Context: an optimization exercise on an open-source flow, tuned for small area. The choices shown serve that exercise and are no tape-out recipe. RTL that was checked went through simulation tests only; none was proved equivalent to the original. Power is estimated from default activity; no workload was simulated.

Design pcie_irq, start of the top module:
module pcie_irq
(
   input            Clk_i,
   input            Rstn_i,
   input            MsixStructSChipSelect_i,
   input   [13:0]   MsixStructSAddress_i,
   input   [3:0]    MsixStructSByteEnable_i,
   input            MsixStructSRead_i,
   output  [31:0]   MsixStructSReadData_o,
   input            MsixStructSWrite_i,
   input   [31:0]   MsixStructSWriteData_i,
   output           MsixStructSWaitRequest_o,
   output           MsixMWrite_o,
   output  [63:0]   MsixMAddress_o,
   output  [31:0]   MsixMWriteData_o,
   output  [3:0]    MsixMByteEnable_o,
   input            MsixMWaitRequest_i,
   input   [31:0]   Irq_i,
   input   [81:0]   MsiIntfc_i,
   input   [15:0]   MsixIntfc_i,
   output           IntxReq_o,
   input            IrqRead_i,
   output  [31:0]   IrqReadData_o,
  input    [31:0]   MaskWritedata_i,
  input             MaskRead_i,
  input             MaskWrite_i,
  input    [3:0]    MaskByteenable_i,
  output   [31:0]   MaskReaddata_o,
  output            MaskWaitrequest_o
);
Settings: LEC_CHECK=0, CAP_MARGIN=20, CORE_MARGIN=2, CORE_UTILIZATION=40, SLEW_MARGIN=20; clock period 10.0 ns.
standard.sh (not shown) runs the stock make flow with config.mk's settings and CLKGATE_MAP_FILE= SYNTH_SCRIPT=/design/flow/synth_recipe.tcl, a recipe that flattens the netlist after the stock synthesis.
==> flow/flow/run.sh <==
#!/bin/bash
set -euo pipefail
export BUFFER_PORTS_ARGS="-buffer_cell sky130_fd_sc_hd__buf_1"
export CTS_ARGS="-sink_clustering_enable -repair_clock_nets -sink_clustering_size 10 -sink_clustering_max_diameter 60 -buf_list sky130_fd_sc_hd__clkbuf_4 -dont_use_dummy_load"
bash standard.sh > standard_flow.log 2>&1
The first run finished with timing, DRC and antenna clean.
==> next run, changes <==
--- a/flow/design.v
+++ b/flow/design.v
@@ -231,23 +231,18 @@
 generate
   for (r = 0; r < 11; r = r + 1) begin : TAIL
     assign tails[r*32 +: 32] = ring[(r == 10 ? 31 : 3*r+2)*32 +: 32];
   end
 endgenerate
 wire [10:0] hring    = ring_of(aw);
-wire        host_cap = host_rwin & at_tail(aw, ktail, t2) & ~(wbuf_v & (wbuf_a == aw));
-reg  [31:0] wbuf_d;
-integer q;
-always @* begin
-  wbuf_d = {32{mem_we}} & MsixStructSWriteData_i;
-  for (q = 0; q < 11; q = q + 1)
-    wbuf_d = wbuf_d | ({32{hring[q] & host_rwin}} & tails[q*32 +: 32]);
-end
+wire        host_cap = host_rwin & at_tail(aw, ktail, t2) & ~(wbuf_v & (wbuf_a == aw))
+                       & ~(hring[10] & (hs == H_READ));
+wire [31:0] tsel;
 always @(posedge Clk_i) begin
   if (mem_we | host_cap)
-    wbuf <= wbuf_d;
+    wbuf <= mem_we ? MsixStructSWriteData_i : tsel;
   if (mem_we)
     wbuf_a <= aw;
   wbuf_v <= wbuf_v_nx;
 end
 localparam G_IDLE  = 4'd0;
 localparam G_PIPE  = 4'd1;
@@ -395,28 +390,56 @@
 wire [1:0]  gi     = gcap[3:2];
 wire [1:0]  gd     = gcap[1:0];
 wire [4:0]  gword  = {1'b0, arb_i, gi};
 wire [10:0] gring  = ring_of(gword);
 wire        g_old  = (gd == 2'd0) | ((gd == 2'd1) & ~land1) | ((gd == 2'd2) & ~land1 & ~land2);
 wire        g_byp  = wbuf_v & (wbuf_a == gword) & g_old;
-reg  [31:0] gen_word;
+reg         dv;           
+reg  [1:0]  di;           
+wire        g_use  = gen_cap & (gi != 2'd3) & ~host_cap;
+wire        g_dfr  = gen_cap & (gi != 2'd3) &  host_cap;
+wire [4:0]  dword  = {1'b0, arb_i, di};
+wire        dcap   = dv & at_tail(dword, ktail, t2);
+always @(posedge Clk_i)
+  if (gen_idle | dcap)
+    dv <= 1'b0;
+  else if (g_dfr) begin
+    dv <= 1'b1;
+    di <= gi;
+  end
+wire [10:0] tring = host_cap ? hring :
+                    dcap     ? ring_of(dword) :
+                    (g_use & ~g_byp) ? gring : 11'b0;
+wire        tbyp  = g_use & g_byp;
+reg  [31:0] tsel_r;
+integer q;
+always @* begin
+  tsel_r = {32{tbyp}} & wbuf;
+  for (q = 0; q < 11; q = q + 1)
+    tsel_r = tsel_r | ({32{tring[q]}} & tails[q*32 +: 32]);
+end
+assign tsel = tsel_r;
+reg vm_tail;
 always @* begin
-  gen_word = g_byp ? wbuf : 32'b0;
-  for (q = 0; q < 6; q = q + 1)
-    gen_word = gen_word | ({32{gring[q] & ~g_byp}} & tails[q*32 +: 32]);
+  case (arb_i)
+    2'd0:    vm_tail = tails[1*32];    
+    2'd1:    vm_tail = tails[2*32];    
+    2'd2:    vm_tail = tails[3*32];    
+    default: vm_tail = tails[5*32];    
+  endcase
 end
 always @(posedge Clk_i or negedge Rstn_i)
   if (!Rstn_i)
     ev <= 1'b0;
   else if (gen_cap)
     ev <= 1'b1;
 always @(posedge Clk_i) begin
-  if (gen_cap && gi == 2'd0) e0 <= gen_word;
-  if (gen_cap && gi == 2'd1) e1 <= gen_word;
-  if (gen_cap && gi == 2'd2) e2 <= gen_word;
-  if (gen_cap && gi == 2'd3) vmask <= gen_word[0];
+  if ((g_use && gi == 2'd0) || (dcap && di == 2'd0)) e0 <= tsel;
+  if ((g_use && gi == 2'd1) || (dcap && di == 2'd1)) e1 <= tsel;
+  if ((g_use && gi == 2'd2) || (dcap && di == 2'd2)) e2 <= tsel;
+  if (gen_cap && gi == 2'd3) vmask <= g_byp ? wbuf[0] : vm_tail;
 end
 assign MsixStructSReadData_o = a13 ? {28'b0, pba} : wbuf;
 assign MsixMWrite_o      = (gs == G_MSIX) | (gs == G_MSI);
 wire   sel_entry         = msix_mode & ev;
 assign MsixMAddress_o    = sel_entry ? {e1, e0} : msix_mode ? 64'b0 : MsiIntfc_i[63:0];
 assign MsixMWriteData_o  = sel_entry ? e2 : msix_mode ? 32'b0 : {16'b0, MsiIntfc_i[79:64]};
Outcome: The new run completed with no timing, DRC or antenna violations; non-clock buffer count fell by 5; total power rose by 0.53%; sequential power rose by about 2%; area after synthesis rose by 2.4%; die area rose by 2.4%; worst hold slack gets worse by 67 ps; wire length rose by 2.1%; global-route usage hardly moves.
Only the layout flow was run in the second run of this note; the RTL was not checked for function there.

==> separate check: timing with driven ports <==
The results above use ideal ports. As a check the final layouts listed here were re-extracted and re-timed, cells and wires unchanged. Step 1: set_driving_cell puts a clkbuf_16 on Clk_i and a buf_2 on each other input, an assumption about the parent block. Step 2 also shifts input and output timing later by t, the mid clock arrival at the registers, as if the neighbouring blocks saw the same clock. a / b / c = ideal / step 1 / step 2; a / b = the first two.
| run | shift t [ns] | setup slack, ns | worst setup path after step 2 | latest minus earliest clock arrival (ns) | pins driven straight from the clock port |
|---|---|---|---|---|---|
| the first run | 1.041 | 4.224 / 4.177 / 4.177 | input to output | 0.112 / 0.112 | 1 |
| the second run | 1.075 | 3.996 / 3.948 / 3.948 | input to output | 0.149 / 0.149 | 1 |
After both steps setup and hold are still met in every run listed. For the second run, which loses most, drivers alone change the setup slack by -0.048 ns; drivers and shift together by -0.048 ns.
